Background: an optimization exercise with open tools, aiming at a short achievable clock period and few clock cycles. Do not read the settings as production practice.
The RTL of this run was laid out without a check of its function.
Power and IR drop assume default switching activity.

==> design/flow/design.v <==
`timescale 1ns / 1ps
module ALU(
    input [31:0] A,        
    input [31:0] B,        
    input [3:0] ALUOp,
    output [31:0] ALUOut
    );
	 wire signed [31:0]C = A;
	 wire signed [31:0]D = B;
	 assign ALUOut = (ALUOp == 4'b0000) ? A + B :
						  (ALUOp == 4'b0001) ? A - B :
						  (ALUOp == 4'b0010 ) ? A | B : 
						  (ALUOp == 4'b0011) ? A & B :
						  (ALUOp == 4'b0100) ? A ^ B : 
						  (ALUOp == 4'b0101) ? (~(A | B)): 
						  (ALUOp == 4'b0110) ? ((C < D) ? 32'h0000_0001 : 32'b0) :
						  (ALUOp == 4'b0111)? ((A < B) ? 32'h0000_0001 : 32'b0) : 
						  (ALUOp == 4'b1000) ? A <<B :
						  (ALUOp == 4'b1001) ? A >>B :
						  (ALUOp == 4'b1010) ? $signed($signed(A)>>>B) : 32'b0;
endmodule
`timescale 1ns / 1ps
module CMP(
    input signed [31:0] A,
    input signed [31:0] B,
    output equal,
    output great,
    output less
    );
	 assign equal = (A == B) ? 1 : 0;
	 assign great = (A >  B) ? 1 : 0;
	 assign less  = (A <  B) ? 1 : 0;
endmodule
`timescale 1ns / 1ps
module CONTROL(
    input [31:0] instr,
    output RegDst,
    output RegWrite,
    output ALUSrc,
    output MemWrite,
    output MemToReg,
    output [1:0] EXTOp,
    output [3:0] ALUOp,
	 output [2:0] DMEXTOp,
    output if_beq,
	 output if_bgez,
	 output if_bgtz,
	 output if_blez,
	 output if_bltz,
	 output if_bne,
    output if_jal,
    output if_jr,
	 output if_j,
	 output if_jalr,
	 output if_sw,
	 output if_sh,
	 output if_sb,
	 output shift_i,
	 output shift_v,
	 output start,
	 output mthi,
	 output mtlo,
	 output mfhi,
	 output mflo,
	 output mdop,
	 output [1:0] MDOp
    );
	 wire [5:0] OpCode,Func;
	 wire add,addu,And,Nor,Or,sub,subu,Xor;
	 wire addi,addiu,andi,lui,ori,xori;
	 wire beq,blez,bltz,bgez,bgtz,bne;
	 wire jal,jr,j,jalr;
	 wire slt,sltu,slti,sltiu;
	 wire sll,sllv,sra,srav,srl,srlv;
	 wire lw,lh,lhu,lb,lbu;
	 wire sw,sh,sb;
	 wire multu,mult,divu,div;
	 assign OpCode = instr[31:26];
	 assign Func2  = instr[20:16];
	 assign Func   = instr[5:0];
    assign add  = ((OpCode == 6'b0) & (Func == 6'b100000)); 
	 assign addu = ((OpCode == 6'b0) & (Func == 6'b100001));
	 assign And  = ((OpCode == 6'b0) & (Func == 6'b100100));
	 assign Nor  = ((OpCode == 6'b0) & (Func == 6'b100111));
	 assign Or   = ((OpCode == 6'b0) & (Func == 6'b100101));
	 assign sub  = ((OpCode == 6'b0) & (Func == 6'b100010));
	 assign subu = ((OpCode == 6'b0) & (Func == 6'b100011));
	 assign Xor  = ((OpCode == 6'b0) & (Func == 6'b100110));
	 assign addi = (OpCode == 6'b001000);
	 assign addiu= (OpCode == 6'b001001);
	 assign andi = (OpCode == 6'b001100);
	 assign lui  = (OpCode == 6'b001111);
	 assign ori  = (OpCode == 6'b001101);
	 assign xori = (OpCode == 6'b001110);
	 assign beq  =  (OpCode == 6'b000100);
	 assign bgez = ((OpCode == 6'b000001) & (Func2 == 5'b00001));
	 assign bgtz =  (OpCode == 6'b000111);
	 assign blez =  (OpCode == 6'b000110);
	 assign bltz = ((OpCode == 6'b000001) & (Func2 == 5'b00000));
	 assign bne  =  (OpCode == 6'b000101);
	 assign j   = (OpCode == 6'b000010);
	 assign jal = (OpCode == 6'b000011);
	 assign jr  = ((OpCode == 6'b0) & (Func == 6'b001000));
	 assign jalr= ((OpCode == 6'b0) & (Func == 6'b001001));
	 assign slt  = ((OpCode == 6'b0) & (Func == 6'b101010));
	 assign sltu = ((OpCode == 6'b0) & (Func == 6'b101011));
	 assign slti = (OpCode == 6'b001010);
	 assign sltiu= (OpCode == 6'b001011);
	 assign sll  = ((OpCode == 6'b0) & (Func == 6'b000000));
	 assign sllv = ((OpCode == 6'b0) & (Func == 6'b000100));
	 assign sra  = ((OpCode == 6'b0) & (Func == 6'b000011));
	 assign srav = ((OpCode == 6'b0) & (Func == 6'b000111));
	 assign srl  = ((OpCode == 6'b0) & (Func == 6'b000010));
	 assign srlv = ((OpCode == 6'b0) & (Func == 6'b000110));
	 assign lw  = (OpCode == 6'b100011);
	 assign lh  = (OpCode == 6'b100001);
	 assign lhu = (OpCode == 6'b100101);
	 assign lb  = (OpCode == 6'b100000);
	 assign lbu = (OpCode == 6'b100100);
	 assign sw  = (OpCode == 6'b101011);
	 assign sh  = (OpCode == 6'b101001);
	 assign sb  = (OpCode == 6'b101000);
	 assign multu = ((OpCode == 6'b0) & (Func == 6'b011001));
	 assign mult  = ((OpCode == 6'b0) & (Func == 6'b011000));
	 assign divu  = ((OpCode == 6'b0) & (Func == 6'b011011));
	 assign div   = ((OpCode == 6'b0) & (Func == 6'b011010));
	 assign mfhi  = ((OpCode == 6'b0) & (Func == 6'b010000));
	 assign mflo  = ((OpCode == 6'b0) & (Func == 6'b010010));
	 assign mthi  = ((OpCode == 6'b0) & (Func == 6'b010001));
	 assign mtlo  = ((OpCode == 6'b0) & (Func == 6'b010011));
	 assign RegDst   = add  | addu | And | Nor  | Or  | sub | subu | Xor | jalr 
						  | slt  | sltu | sll |sllv  |sra  | srl | srav |srlv | mfhi | mflo;
	 assign RegWrite = add  | addu | And | Nor  | Or  | sub | subu | Xor 
						  | addi | addiu| andi| lui  | ori | xori 
						  | jal  | jalr | slt | sltu | slti| sltiu
						  | sll  | sllv | sra | srav | srl | srlv
						  | lw   | lh   | lhu | lb   | lbu | mfhi | mflo;
	 assign ALUSrc   = addi | addiu|andi | lui  | ori | xori 
						  | lw   | lh   | lhu | lb   | lbu 
						  | sw   | sh   | sb  |slti  | sltiu;
	 assign MemWrite = sw   | sh   | sb;
	 assign MemToReg = lw   | lh   | lhu | lb   | lbu;
	 assign EXTOp[1] = lui;
	 assign EXTOp[0] = addi| addiu 
						  | beq | bgez | bgtz| blez | bltz | bne
					     | sw  | sh   | sb  | slti | sltiu
						  | lw  | lh   | lhu | lb   | lbu;
	 assign ALUOp[3] = sll | sllv | sra | srav | srl  | srlv;
	 assign ALUOp[2] = Nor | Xor  | xori| slt  | slti | sltiu | sltu;
	 assign ALUOp[1] = And | Or   | andi| ori  | slt  | slti  | sltiu | sltu | sra | srav;
	 assign ALUOp[0] = And | Nor  | sub | subu | andi | sltiu | sltu  | srl  | srlv;
	 assign DMEXTOp[2] = lh;
	 assign DMEXTOp[1] = lhu | lb;
	 assign DMEXTOp[0] = lhu | lbu;
	 assign if_beq   = beq;
	 assign if_bgez  = bgez;
	 assign if_bgtz  = bgtz;
	 assign if_blez  = blez;
	 assign if_bltz  = bltz;
	 assign if_bne   = bne;
	 assign if_jal   = jal;
	 assign if_jr    = jr;
	 assign if_j     = j;
	 assign if_jalr  = jalr;
	 assign if_sw    = sw;
	 assign if_sh    = sh;
	 assign if_sb    = sb;
	 assign shift_i  = sll  | srl  | sra;
	 assign shift_v  = sllv | srlv | srav;
	 assign start    = multu| mult | divu | div;
	 assign mdop     = multu| mult | divu | div | mtlo | mthi | mflo | mfhi;
	 assign MDOp[1]  = divu | div;
	 assign MDOp[0]  = mult | div;
endmodule
`timescale 1ns / 1ps
module DMEXT(
    input [1:0] A,
    input [31:0] Din,
    input [2:0] Op,
    output [31:0] DOut
    );
	 assign DOut = (Op == 3'b000) ? Din :
						(Op == 3'b001) ? ((A == 2'b00) ? {24'b0,Din[7:0] } :
													(A == 2'b01) ? {24'b0,Din[15:8] }:
													(A == 2'b10) ? {24'b0,Din[23:16]}:
													(A == 2'b11) ? {24'b0,Din[31:24]}: 0) :
						(Op == 3'b010) ? ((A == 2'b00) ? ((Din[7]  == 1) ? {24'hffffff,Din[7:0]  } : {24'b0,Din[7:0]  }):
													(A == 2'b01) ? ((Din[15] == 1) ? {24'hffffff,Din[15:8] }	: {24'b0,Din[15:8] }):
													(A == 2'b10) ? ((Din[23] == 1) ? {24'hffffff,Din[23:16]}	: {24'b0,Din[23:16]}):
													(A == 2'b11) ? ((Din[31] == 1) ? {24'hffffff,Din[31:24]}	: {24'b0,Din[31:24]}): 0) :
						(Op == 3'b011) ? ((A[1] == 0) ? {16'b0,Din[15:0]} : {16'b0,Din[31:16]}) :
						(Op == 3'b100) ? ((A[1] == 0) ? ((Din[15] == 1) ? {16'hffff,Din[15:0]} : {16'b0,Din[15:0]}) :
																	  ((Din[31] == 1) ? {16'hffff,Din[31:16]}: {16'b0,Din[31:16]})) : 0;
endmodule
`timescale 1ns / 1ps
module EXT(
    input [15:0] imm16,
    input [1:0] EXTOp,     
    output [31:0] ext32
    );
	 assign ext32 = (EXTOp == 2'b00) ? {16'b0,imm16} :
						 (EXTOp == 2'b01) ? ((imm16[15] == 1) ? {16'hffff,imm16} : {16'b0,imm16}) :
						 (EXTOp == 2'b10 ) ? {imm16,16'b0} : 0;
endmodule
`timescale 1ns / 1ps
module GPR(
    input clk,
    input reset,
	 input WE,
    input [4:0] RA,           
    input [4:0] RB,           
    input [4:0] RW,           
    input [31:0] WD,      	   
	 input [31:0] pc,
    output [31:0] BusA,       
    output [31:0] BusB        
    );
	 reg [31:0] gpr [31:0];
	 assign BusA = gpr[RA];     
	 assign BusB = gpr[RB];
	 integer i;
	 always @(posedge clk) begin
		if (reset) begin
			for(i = 0 ; i < 32 ; i = i + 1) begin
				gpr[i] <= 0;
			end
		end
		else begin
			if (WE) begin
				if (RW != 5'b0) begin
					gpr[RW] <= WD;
				end
			end
		end
	 end
endmodule
`timescale 1ns / 1ps
module HAZARD(
    input [4:0] D_Rs,
    input [4:0] D_Rt,
	 input       D_ALUSrc,
    input 		 D_branch,
    input		 D_jump,
    input [4:0] E_Rs,
    input [4:0] E_Rt,
    input 		 E_WriteEnable,
	 input 		 E_MemToReg,
    input [4:0] E_WriteReg,
    input [4:0] M_Rs,
    input [4:0] M_Rt,
    input 		 M_WriteEnable,
    input [4:0] M_WriteReg,
    input 		 M_MemToReg,
    input 		 W_WriteEnable,
    input [4:0] W_WriteReg,
	 input       busy,
	 input       start,
	 input       D_mdop,
	 output [1:0] ForwardAD,
    output [1:0] ForwardBD,
    output [1:0] ForwardAE,
    output [1:0] ForwardBE,
	 output ForwardBM,
    output Stall
    );
	 assign ForwardAD = (M_WriteEnable & (D_Rs != 0) & (M_WriteReg == D_Rs)) ? 2 :
							  (W_WriteEnable & (D_Rs != 0) & (W_WriteReg == D_Rs)) ? 1 : 0;
	 assign ForwardBD = (M_WriteEnable & (D_Rt != 0) & (M_WriteReg == D_Rt)) ? 2 :
							  (W_WriteEnable & (D_Rt != 0) & (W_WriteReg == D_Rt)) ? 1 : 0;
	 assign ForwardAE = (M_WriteEnable & (E_Rs != 0) & (M_WriteReg == E_Rs)) ? 2 :
							  (W_WriteEnable & (E_Rs != 0) & (W_WriteReg == E_Rs)) ? 1 : 0;
	 assign ForwardBE = (M_WriteEnable & (E_Rt != 0) & (M_WriteReg == E_Rt)) ? 2 :
							  (W_WriteEnable & (E_Rt != 0) & (W_WriteReg == E_Rt)) ? 1 : 0; 
	 assign ForwardBM = (W_WriteEnable & (M_Rt != 0) & (W_WriteReg == M_Rt)) ? 1 : 0;
	 wire Stall_load,Stall_branch,Stall_jump,Stall_md;            
	 assign Stall_load = (E_MemToReg & ((E_Rt == D_Rs) | (E_Rt == D_Rt & !D_ALUSrc)));    
	 assign Stall_branch  = (D_branch & E_WriteEnable & (E_WriteReg != 0) & (E_WriteReg == D_Rs | E_WriteReg == D_Rt)) |
									(D_branch & M_MemToReg & (M_WriteReg != 0) & (M_WriteReg == D_Rs | M_WriteReg == D_Rt));
	 assign Stall_jump    = (D_jump  & E_WriteEnable & (E_WriteReg != 0) & (E_WriteReg == D_Rs)) |
								   (D_jump  & M_MemToReg & (M_WriteReg != 0) & (M_WriteReg == D_Rs));
	 assign Stall_md      = (busy|start & D_mdop) ;
	 assign Stall = Stall_load | Stall_branch | Stall_jump | Stall_md;
endmodule
`timescale 1ns / 1ps
module MD(
    input [31:0] A,
    input [31:0] B,
	 input [31:0] WD,
	 input mthi,
	 input mtlo,
    input clk,
    input reset,
    input start,
    input [1:0] MDOp,
    output reg busy,
    output reg [31:0] hi,
	 output reg [31:0] lo
    );
	 integer cnt;
	 reg [63:0] prod;
	 reg [31:0] hi_n,lo_n;
	 reg busy_n;
	 reg [31:0] dv_quo,dv_den,dv_rem;
	 reg [32:0] dv_tmp;
	 reg dv_negq,dv_negr,dv_run;
	 always @(posedge clk) begin
		hi_n = hi;
		lo_n = lo;
		busy_n = busy;
		if(reset) begin
			hi_n = 0;
			lo_n = 0;
			cnt = 0;
    		busy_n = 0;
			dv_run = 0;
		end
		else if(dv_run) begin
			dv_tmp = {dv_rem,dv_quo[31]} - {1'b0,dv_den};
			if (!dv_tmp[32]) dv_rem = dv_tmp[31:0];
			else             dv_rem = {dv_rem[30:0],dv_quo[31]};
			dv_quo = {dv_quo[30:0],!dv_tmp[32]};
			if (cnt == 0) begin
				dv_run = 0;
				hi_n = dv_negr ? (~dv_rem + 1) : dv_rem;
				lo_n = dv_negq ? (~dv_quo + 1) : dv_quo;
			end
		end
		else if(start) begin
			case (MDOp)
				2'b00:
					begin
						cnt = 4;
						prod= A * B;
						hi_n  = prod[63:32];
						lo_n  = prod[31:0] ;
					end
				2'b01:
					begin
						cnt = 4;
						prod= $signed(A) * $signed(B);
						hi_n  = prod[63:32];
						lo_n  = prod[31:0] ;
					end
				2'b10,2'b11:
					begin
						cnt = 32;
						dv_negq = MDOp[0] & (A[31] ^ B[31]);
						dv_negr = MDOp[0] & A[31];
						dv_quo = (MDOp[0] & A[31]) ? (~A + 1) : A;
						dv_den = (MDOp[0] & B[31]) ? (~B + 1) : B;
						dv_rem = 0;
						dv_run = 1;
					end
				 default:
					begin
						hi_n = 0;
						lo_n = 0;
						cnt = 0;
						busy_n = 0;
					end
			endcase
			busy_n = 1;
		end
		else if(mthi) begin
			hi_n = WD;
		end
		else if(mtlo) begin
			lo_n = WD;
		end
	   if(cnt > 0) begin
			cnt = cnt - 1;	
		end
		else begin
			busy_n = 0;
		end
		hi   <= hi_n;
		lo   <= lo_n;
		busy <= busy_n;
	 end
endmodule
`timescale 1ns / 1ps
module MUX32_2(
    input [31:0] in0,
    input [31:0] in1,
    input sel,
    output [31:0] out
    );
	 assign out = (sel) ? in1 : in0;
endmodule
module MUX32_3(
	 input [31:0] in0,
	 input [31:0] in1,
	 input [31:0] in2,
	 input [1:0]  sel,
	 output [31:0] out
	 );
	 assign out = (sel == 0) ? in0 :
					  (sel == 1) ? in1 :
					  (sel == 2) ? in2 : 0;
endmodule
`timescale 1ns / 1ps
module NPC(
    input [31:0] pc4,
    output [31:0] npc,
    input if_beq,              
	 input if_bgez,
	 input if_bgtz,
	 input if_blez,
	 input if_bltz,
	 input if_bne,
    input if_jal,
    input if_jr,
	 input if_j,
	 input if_jalr,
	 input zero,                 
	 input great,
	 input less,
    input [31:0] jr_pc,         
	 input [31:0] offset,        
	 input [31:0] instr
    );
	 wire [31:0] b_pc,j_pc;   
	 assign b_pc = pc4 + (offset << 2);
	 assign j_pc = {pc4[31:28],instr[25:0],2'b0};
	 assign npc = (  (if_beq && zero) | (if_bgez && (zero || great)) 
					  |  (if_bgtz&& great)| (if_blez && (zero || less ))
					  |  (if_bltz&& less) | (if_bne  && !zero)         ) ? b_pc :
					  (if_jal | if_j) ? j_pc :
					  (if_jr  | if_jalr) ? jr_pc : pc4;
endmodule
`timescale 1ns / 1ps
module PC(
    input [31:0] in_pc,
    input clk,
	 input en,
    input reset,
    output reg [31:0] pc
    );
	 always  @(posedge clk) begin
		if (reset) begin
			pc <= 32'h0000_3000;
		end
		else begin
			if (en) begin
				pc <= in_pc;
			end
		end
	 end
endmodule
`timescale 1ns / 1ps
module PREG(
	 input [31:0] in,
	 input clk,
	 input reset,
	 input en,
	 output reg [31:0] out
    );
	 always @(posedge clk) begin
		if (reset) begin
			out <= 0;
		end
		else begin
			if(en) begin
				out <= in;
			end
		end
	 end
endmodule
`timescale 1ns / 1ps
module mips(
    input clk,
    input reset,
    output [31:0] i_addr,
    input  [31:0] i_data,
    output [31:0] d_addr,
    output        d_we,
    output [3:0]  d_be,
    output [31:0] d_wdata,
    input  [31:0] d_rdata,
    output        wb_en,
    output [4:0]  wb_reg,
    output [31:0] wb_data,
    output [31:0] wb_pc
    );
	 wire [31:0] in_pcF,pcF,npc,pc4F,pc4D,jr_pcD,pc8D,pc8E,pc8M,pc8W,pcM,pcW;
	 wire [31:0] instrF,instrD,instrE,instrM,instrW;
	 wire [31:0] ext32D,ext32E;
	 wire [31:0] BusAD,BusBD,BusAE,BusBE;
	 wire [31:0] srcW,WriteDataW;                     
	 wire [31:0] ALUOutE,EXOutE,EXOutM,EXOutW;
	 wire [31:0] DMOutM,DMOutW,DOutW;
	 wire [31:0] WriteMemoryM;
	 wire [31:0] ForwardValue1,ForwardValue2;    
	 wire [31:0] hiE,loE;
	 wire RegDstD,RegDstE,RegDstM,RegDstW;
	 wire RegWriteD,RegWriteE,RegWriteM,RegWriteW;                   
	 wire ALUSrcD,ALUSrcE;
	 wire MemWriteD,MemWriteE,MemWriteM,MemWriteW;
	 wire MemToRegD,MemToRegE,MemToRegM,MemToRegW;
	 wire [1:0] EXTOpD,MDOpE;
	 wire [3:0] ALUOpE;
	 wire [2:0] DMEXTOpW;
	 wire if_beqD,if_bgezD,if_bgtzD,if_blezD,if_bltzD,if_bneD,if_branchD;
	 wire if_jrD,if_jD,if_jalrD,if_jumpD;
	 wire if_jalD,if_jalE,if_jalM,if_jalW,if_jalrM,if_jalrW;
	 wire shift_iE,shift_vE;
	 wire swM,shM,sbM;
	 wire mdopD;
	 wire startE,mthiE,mtloE,mfhiE,mfloE;
	 wire PCSrcD;
	 wire zeroD,greatD,lessD;                
	 wire [4:0] RsD,RsE,RsM;
	 wire [4:0] RtD,RtE,RtM;
	 wire [4:0] WriteRegE,WriteRegM,WriteRegW;
	 wire [31:0] MFAD,MFBD,MFAE,ALUAE,MFBE,ALUBE,SRCE,MFBM;
	 wire [31:0] cmpA,cmpB;
	 wire [1:0] ForwardAD,ForwardBD;
	 wire [1:0] ForwardAE,ForwardBE;
	 wire       ForwardBM;
	 wire stall;
	 wire busyE;
	 wire const0=0,const1=1;
	 assign pc4F = pcF + 4;
	 MUX32_2 F_mpcin (.in0(pc4F),.in1(npc),.sel(PCSrcD),.out(in_pcF));
	 PC F_pc (.clk(clk),.en(!stall),.reset(reset),.in_pc(in_pcF),.pc(pcF));
	 assign i_addr = pcF;
	 assign instrF = i_data;
	 PREG F_D_IR (.clk(clk),.reset(reset),.en(!stall),.in(instrF),.out(instrD));   
	 PREG F_D_PC (.clk(clk),.reset(reset),.en(!stall),.in(pc4F),.out(pc4D));
    assign PCSrcD = (if_beqD && zeroD) | (if_bgezD && (zeroD || greatD)) 
						| (if_bgtzD&& greatD) | (if_blezD && (zeroD || lessD))
						| (if_bltzD&& lessD) | (if_bneD && !zeroD)
						| if_jalD | if_jrD | if_jD | if_jalrD;
	 assign pc8D = pc4D + 4;
	 assign RsD = instrD[25:21];
	 assign RtD = instrD[20:16];
	 assign jr_pcD = MFAD;      
	 assign cmpA = MFAD;
	 assign if_branchD = if_beqD | if_bgezD | if_bgtzD | if_blezD | if_bltzD | if_bneD;
	 assign if_jumpD = if_jrD | if_jalrD;
	 GPR D_gpr (.clk(clk),.reset(reset),.WE(RegWriteW),.RA(instrD[25:21]),.RB(instrD[20:16]),
				   .RW(WriteRegW),.WD(WriteDataW),.pc(pcW),.BusA(BusAD),.BusB(BusBD));        
	 EXT D_ext (.imm16(instrD[15:0]),.EXTOp(EXTOpD),.ext32(ext32D));
	 MUX32_3 D_mf_cmp_a (.in0(BusAD),.in1(ForwardValue1),.in2(ForwardValue2),.sel(ForwardAD),.out(MFAD));    
	 MUX32_3 D_mf_cmp_b (.in0(BusBD),.in1(ForwardValue1),.in2(ForwardValue2),.sel(ForwardBD),.out(MFBD));     
	 MUX32_2 D_ms_cmp_b (.in0(MFBD),.in1(0),.sel(if_bgezD | if_blezD),.out(cmpB));
	 CMP D_cmp (.A(cmpA),.B(cmpB),.equal(zeroD),.great(greatD),.less(lessD));
	 CONTROL D_controller (.instr(instrD),.RegDst(RegDstD),.RegWrite(RegWriteD),.ALUSrc(ALUSrcD),
								  .MemWrite(MemWriteD),.MemToReg(MemToRegD),.EXTOp(EXTOpD),
								  .if_beq(if_beqD),.if_bgez(if_bgezD),.if_bgtz(if_bgtzD),
								  .if_blez(if_blezD),.if_bltz(if_bltzD),.if_bne(if_bneD),
								  .if_jal(if_jalD),.if_jr(if_jrD),.if_j(if_jD),.if_jalr(if_jalrD),
								  .mdop(mdopD));
	 NPC D_npc (.pc4(pc4D),.npc(npc),
				  .if_beq(if_beqD),.if_bgez(if_bgezD),.if_bgtz(if_bgtzD),
				  .if_blez(if_blezD),.if_bltz(if_bltzD),.if_bne(if_bneD),
				  .if_jal(if_jalD),.if_jr(if_jrD),.if_j(if_jD),.if_jalr(if_jalrD),
				  .zero(zeroD),.great(greatD),.less(lessD),
				  .jr_pc(jr_pcD),.offset(ext32D),.instr(instrD));
	 PREG D_E_IR (.clk(clk),.reset(stall|reset),.en(const1),.in(instrD),.out(instrE));
	 PREG D_E_PC (.clk(clk),.reset(stall|reset),.en(const1),.in(pc8D),.out(pc8E));
	 PREG D_E_BusA (.clk(clk),.reset(stall|reset),.en(const1),.in(MFAD),.out(BusAE));
	 PREG D_E_BusB (.clk(clk),.reset(stall|reset),.en(const1),.in(MFBD),.out(BusBE));
	 PREG D_E_Ext  (.clk(clk),.reset(stall|reset),.en(const1),.in(ext32D),.out(ext32E));
	 assign RsE = instrE[25:21];
	 assign RtE = instrE[20:16];
	 assign WriteRegE = (if_jalE) ? 5'b11111 : 
							  (RegDstE) ? instrE[15:11] : instrE[20:16];
	 MUX32_3 E_mf_alu_a (.in0(BusAE),.in1(ForwardValue1),.in2(ForwardValue2),.sel(ForwardAE),.out(MFAE));      
	 MUX32_2 E_ms_alu_a (.in0(MFAE),.in1(MFBE),.sel(shift_iE | shift_vE),.out(ALUAE));
	 MUX32_3 E_mf_alu_b (.in0(BusBE),.in1(ForwardValue1),.in2(ForwardValue2),.sel(ForwardBE),.out(MFBE));
	 MUX32_2 E_ms1_alu_b(.in0(MFBE),.in1(ext32E),.sel(ALUSrcE),.out(SRCE));
	 assign ALUBE = (shift_iE) ? {27'b0,instrE[10:6]} : 
						 (shift_vE) ? {27'b0,MFAE[4:0]} : SRCE;
	 ALU E_alu (.A(ALUAE),.B(ALUBE),.ALUOp(ALUOpE),.ALUOut(ALUOutE));
	 MD  E_md  (.clk(clk),.reset(reset),.A(MFAE),.B(MFBE),.WD(MFAE),
				   .mthi(mthiE),.mtlo(mtloE),.start(startE),.MDOp(MDOpE),
					.busy(busyE),.hi(hiE),.lo(loE));
	 assign EXOutE = (mfhiE) ? hiE :                              
						  (mfloE) ? loE : ALUOutE;
	 CONTROL E_controller (.instr(instrE),.RegDst(RegDstE),.RegWrite(RegWriteE),.ALUSrc(ALUSrcE),
								  .MemWrite(MemWriteE),.MemToReg(MemToRegE),.ALUOp(ALUOpE),
								  .shift_i(shift_iE),.shift_v(shift_vE),.if_jal(if_jalE),
								  .start(startE),.mthi(mthiE),.mtlo(mtloE),.mfhi(mfhiE),.mflo(mfloE),.MDOp(MDOpE));
	 PREG E_M_IR (.clk(clk),.reset(reset),.en(const1),.in(instrE),.out(instrM));
	 PREG E_M_PC (.clk(clk),.reset(reset),.en(const1),.in(pc8E),.out(pc8M));
	 PREG E_M_EO (.clk(clk),.reset(reset),.en(const1),.in(EXOutE),.out(EXOutM));
	 PREG E_M_WM (.clk(clk),.reset(reset),.en(const1),.in(MFBE),.out(WriteMemoryM));
	 assign pcM = pc8M - 8;
	 assign RsM = instrM[25:21];
	 assign RtM = instrM[20:16];
	 assign WriteRegM = (if_jalM) ? 5'b11111:
							  (RegDstM) ? instrM[15:11] : instrM[20:16];
	 assign ForwardValue2 = (if_jalM | if_jalrM) ? pc8M : EXOutM;
	 MUX32_2 M_mf_dm_wd (.in0(WriteMemoryM),.in1(ForwardValue1),.sel(ForwardBM),.out(MFBM));
	 assign d_addr  = EXOutM;
	 assign d_we    = MemWriteM;
	 assign d_be    = swM ? 4'b1111 :
	                  shM ? (EXOutM[1] ? 4'b1100 : 4'b0011) :
	                  (4'b0001 << EXOutM[1:0]);
	 assign d_wdata = swM ? MFBM :
	                  shM ? {MFBM[15:0],MFBM[15:0]} : {4{MFBM[7:0]}};
	 assign DMOutM  = d_rdata;
	 CONTROL M_controller (.instr(instrM),.RegDst(RegDstM),.RegWrite(RegWriteM),
								  .MemWrite(MemWriteM),.MemToReg(MemToRegM),.if_jal(if_jalM),
								  .if_jalr(if_jalrM),.if_sw(swM),.if_sh(shM),.if_sb(sbM));
	 PREG M_W_IR (.clk(clk),.reset(reset),.en(const1),.in(instrM),.out(instrW));
	 PREG M_W_PC (.clk(clk),.reset(reset),.en(const1),.in(pc8M),.out(pc8W));
	 PREG M_W_DO (.clk(clk),.reset(reset),.en(const1),.in(DMOutM),.out(DMOutW));
	 PREG M_W_AO (.clk(clk),.reset(reset),.en(const1),.in(EXOutM),.out(EXOutW));
	 assign pcW = pc8W - 8;
	 assign WriteRegW = (if_jalW) ? 5'b11111 :
							  (RegDstW) ? instrW[15:11] : instrW[20:16];
	 assign ForwardValue1 = WriteDataW;
	 DMEXT W_dmext(.A(EXOutW[1:0]),.Din(DMOutW),.Op(DMEXTOpW),.DOut(DOutW));
    MUX32_2 W_ms_pc (.in0(EXOutW),.in1(pc8W),.sel(if_jalW | if_jalrW),.out(srcW));
	 MUX32_2 W_ms_wb (.in0(srcW),.in1(DOutW),.sel(MemToRegW),.out(WriteDataW));	
	 CONTROL W_controller (.instr(instrW),.RegWrite(RegWriteW),.RegDst(RegDstW),
								  .MemWrite(MemWriteW),.MemToReg(MemToRegW),.DMEXTOp(DMEXTOpW),
								  .if_jal(if_jalW),.if_jalr(if_jalrW));
	 assign wb_en   = RegWriteW & (WriteRegW != 5'b0);
	 assign wb_reg  = WriteRegW;
	 assign wb_data = WriteDataW;
	 assign wb_pc   = pcW;
	 HAZARD hazard (.D_Rs(RsD),.D_Rt(RtD),.D_ALUSrc(ALUSrcD),.D_branch(if_branchD),.D_jump(if_jumpD),.D_mdop(mdopD),
				       .E_Rs(RsE),.E_Rt(RtE),.E_WriteEnable(RegWriteE),.E_MemToReg(MemToRegE),.E_WriteReg(WriteRegE),
						 .M_Rs(RsM),.M_Rt(RtM),.M_WriteEnable(RegWriteM),.M_MemToReg(MemToRegM),.M_WriteReg(WriteRegM),
						 .W_WriteEnable(RegWriteW),.W_WriteReg(WriteRegW),.ForwardBM(ForwardBM),
						 .ForwardAD(ForwardAD),.ForwardBD(ForwardBD),.ForwardAE(ForwardAE),.ForwardBE(ForwardBE),
						 .Stall(stall),.busy(busyE),.start(startE));
endmodule
==> design/flow/run.sh <==
#!/bin/bash
# synth_recipe.tcl (not shown) runs the flow's synth.tcl, then flattens the netlist and writes it again
# the make line also repeats each setting of config.mk as NAME=value (left out here)
make -C /OpenROAD-flow-scripts/flow DESIGN_CONFIG=/design/flow/config.mk WORK_HOME=/design/flow/orfs CLKGATE_MAP_FILE= SYNTH_SCRIPT=/design/flow/synth_recipe.tcl finish
==> design/flow/config.mk <==
export PLATFORM = sky130hd
export DESIGN_NAME = mips
export DESIGN_NICKNAME = mips
export VERILOG_FILES = /design/flow/design.v
export SDC_FILE = /design/flow/constraint.sdc
export NUM_CORES = 4
export LEC_CHECK = 0
export CAP_MARGIN = 20
export CORE_MARGIN = 2
export CORE_UTILIZATION = 40
export PLACE_DENSITY = 0.6
export SLEW_MARGIN = 20
==> design/flow/constraint.sdc <==
create_clock -name core_clock -period 20.0 [get_ports {clk}]
set_input_delay 4.0000 -clock core_clock [delete_from_list [all_inputs] [get_ports {clk}]]
set_output_delay 4.0000 -clock core_clock [all_outputs]
set_load 0.01 [all_outputs]
==> run summary <==
status=complete, no violations; CP max-delay cell=mux2_2; RSZ-0062 raised after global routing=false; post-layout minimum cycle time=between 15 and 20 ns; GP Congestion=1.060; CTS H-Tree Depth=4; HP Start=E_M_PC.out[21]$_SDFF_PP0_; initial antenna violation count=47; reg2reg start=E_M_IR.out[0]$_SDFF_PP0_; setup slack, reg-to-reg=just under 5 ns; Core Footprint=0.3792 mm²; number of synthesized flops with an enable pin=1,122; Die Wd=621.2 µm; synthesized area per cell=between 10 and 15 µm²; crit path DAT=15.80 ns; final antenna-violating net count=0; Root Buffer=clkbuf_16; Crit. End Element=flip-flop; Worst Hold End=M_W_PC.out[21]$_SDFF_PP0_; CP startpoint kind=flip-flop; pin count of the biggest net entering global routing=between 100 and 150; worst-margin pin slew=between 1 and 1.5 ns; Iter 0 DRT Violations=roughly 18k; Seq cells post-synth=1,722; Worst R2R End=E_md.hi[28]$_SDFFE_PP0P_; Die Y=621.2 µm; Post-DP HPWL=487,300 µm; cell count after synthesis=15.16k; worst hold slack=0.4260 ns; most frequent cells in the layout=nor2_1 (2,252), inv_1 (1,819), fa_1 (1,476); Layout Cells excl Fill=between 20k and 25k; commonest non-fill, non-tap cell in the layout=nor2_1; dpl cells=19.87k; Slew Viols, Final=0; max reg flops=1,024; setup violators final=0; post-route setup TNS=0 ns; CP dominant cell by count=fa_1; WL final=687,600 µm; share of layout cells above drive strength 1=0.1165; DR WL/cell=33.98 µm; # hold bufs at CTS=0; final setup skew=0.1048 ns; vias per cell=6.249; Clock Sinks=1,722; Synth async-reset ratio=0; fin nets=17.16k; Peak VDD IR=0.0002765 V; Post-synth top flop=edfxtp_1; CTS resizes=0; CTS tree=done; Min-Delay Path Depth=1; gr ovfl total=0; Mapped Area=0.1524 mm²; Remaining DRCs=0; total track usage=0.3485; Reg2Reg Depth=38; max frequency=66.27 MHz; fillers=36.13k; YS warnings=5; Critical path origin=E_M_IR.out[0]$_SDFF_PP0_; Final Hold Viols=0; Num CTS Buffers=182; MaxCap Viol Count=0; PortBufs=236; final worst-path cycle share=0.7545; Rel. slew slack=0.1170; critical path class=reg -> reg; Cell variety after synth=113; clock latency (worst-skew pair)=approximately 0.92 ns; CTS Buffer Depth=4; register area share after synthesis=0.2999; I/O Pins=237; CP Max Fanout=35; Setup Buffers After CTS=0; vias in the first global route=122.9k; DRT Pass-1 Iters=6; Vias=126.5k; Clock Pin Slew Worst Setup and Hold Paths=approximately 0.09 ns; CP required=20.71 ns; Leakage=~68 nW; DIE AREA=0.3859 mm²; Min-Delay Path Class=reg -> reg; Initial Utilization=0.4019; Reg with most FFs=D_gpr.gpr; power per cell area=roughly 160 mW/mm²; FP Rows=226; global-route wire length before repair=about 950,000 µm; Critical Path Max Stage Delay=1.16 ns; area delta synth->final=10.10%
-- report_power, final --
| part | switching, mW | total (mW) | internal (mW) |
|---|---|---|---|
| combinational | 12.2 | 18.7 | 6.51 |
| clock | 1.57 | 3.56 | 1.99 |
| sequential | 0.248 | 4.25 | 4.00 |
| total | 14.0 | 26.5 | 12.5 |
-- layout make-up --
type	instances	area, µm²	area share
clock buffer	237	4979	0.02967
tap	5016	6276	0.03741
clock inverter	88	939.7	0.005600
inverter	1846	6934	0.04133
timing repair buffer	676	5741	0.03421
multi-input combinational	10610	97060	0.5785
sequential	1722	45740	0.2726
antenna	45	112.6	0.0006712
-- cell families after synthesis --
kind of cell / count (synthesis) / share of synthesized area
AOI/OAI and AO/OA: 2182 / 0.09315
xor gates and xnor gates: 424 / 0.02437
adders and majority gates: 2063 / 0.2421
buffers and inverters: 2860 / 0.07159
DFF: 1722 / 0.2999
muxes: 1231 / 0.1364
other: 1 / 0.00002461
and+or+nand+nor: 4675 / 0.1325
-- stage by stage --
stage	power (mW)	cell area (µm²)	setup WS, ns	util
4_1_cts	26.00	167600	5.265	0.4420
6_report	26.54	167800	4.909	0.4425
2_1_floorplan	15.54	152500	7.238	-
3_5_place_dp	22.38	161700	5.375	0.4264
3_3_place_gp	22.39	161700	5.379	0.4263
5_1_grt	27.94	167700	4.550	0.4422
-- worst max-delay path: cells and delay by family (launching register included) --
family          cells  cell delay [ns]
flops               1             0.33
xor+xnor            2             0.36
compound gates     11             4.52
buf+inv             5             0.79
fa+ha+maj           9             4.45
simple gates        9             2.40
mux                 2             2.01
-- per-layer routing --
metal	up-vias	share of wire	track usage
li1	51410	-	-
met1	63410	0.36	0.4344
met2	9245	0.43	0.5191
met3	2386	0.12	0.09753
met4	16	0.089	0.2519
met5	-	0.00021	0
-- how the worst max path moves through the flow --
stage,endpoint,slack (ns),cells past startpoint
floorplan,E_md.hi[28]$_SDFFE_PP0P_,7.24,48
global placement,E_md.hi[26]$_SDFFE_PP0P_,5.38,38
detailed placement,E_md.hi[26]$_SDFFE_PP0P_,5.38,38
CTS,E_md.hi[26]$_SDFFE_PP0P_,5.27,38
global route,E_md.hi[28]$_SDFFE_PP0P_,4.55,42
finish,E_md.hi[28]$_SDFFE_PP0P_,4.91,38
-- synth_stat cells (all sizes together) (189+ instances only) --
cell	number	area, µm²
clkbuf	806	3025
nor2	2267	8527
xnor2	302	2645
mux2i	485	5067
buf	208	954.7
fa	1476	29550
mux4	649	14620
dfxtp	600	12010
o21ai	550	2756
nand2	1264	4750
nor2b	198	1239
edfxtp	1122	33690
inv	1842	6914
ha	587	7345
nor3	189	967.2
a21oi	526	2636

[separate check: timing with driven ports]
The results above use ideal ports. As a check the final layout listed here was re-extracted and re-timed, cells and wires unchanged. Step 1, drivers: a clkbuf_16 drives clk and a buf_2 each remaining input, both assumed. Step 2 moves the port delays by t, midway between the first and last clock arrival at a register: inputs arrive t later, outputs are due t later. That takes back most of the time a late clock gives input paths. a / b / c = no drivers / after step 1 / after step 2; a / b = the first two.
t, ns: 0.967
setup WS [ns]: 4.909 / 4.909 / 4.909
slew at the worst register clock pin (ns): 0.09 / 0.09
After both steps setup and hold are still met in this run. For this run, drivers alone change the setup slack by 0.000 ns; drivers and shift together by 0.000 ns.
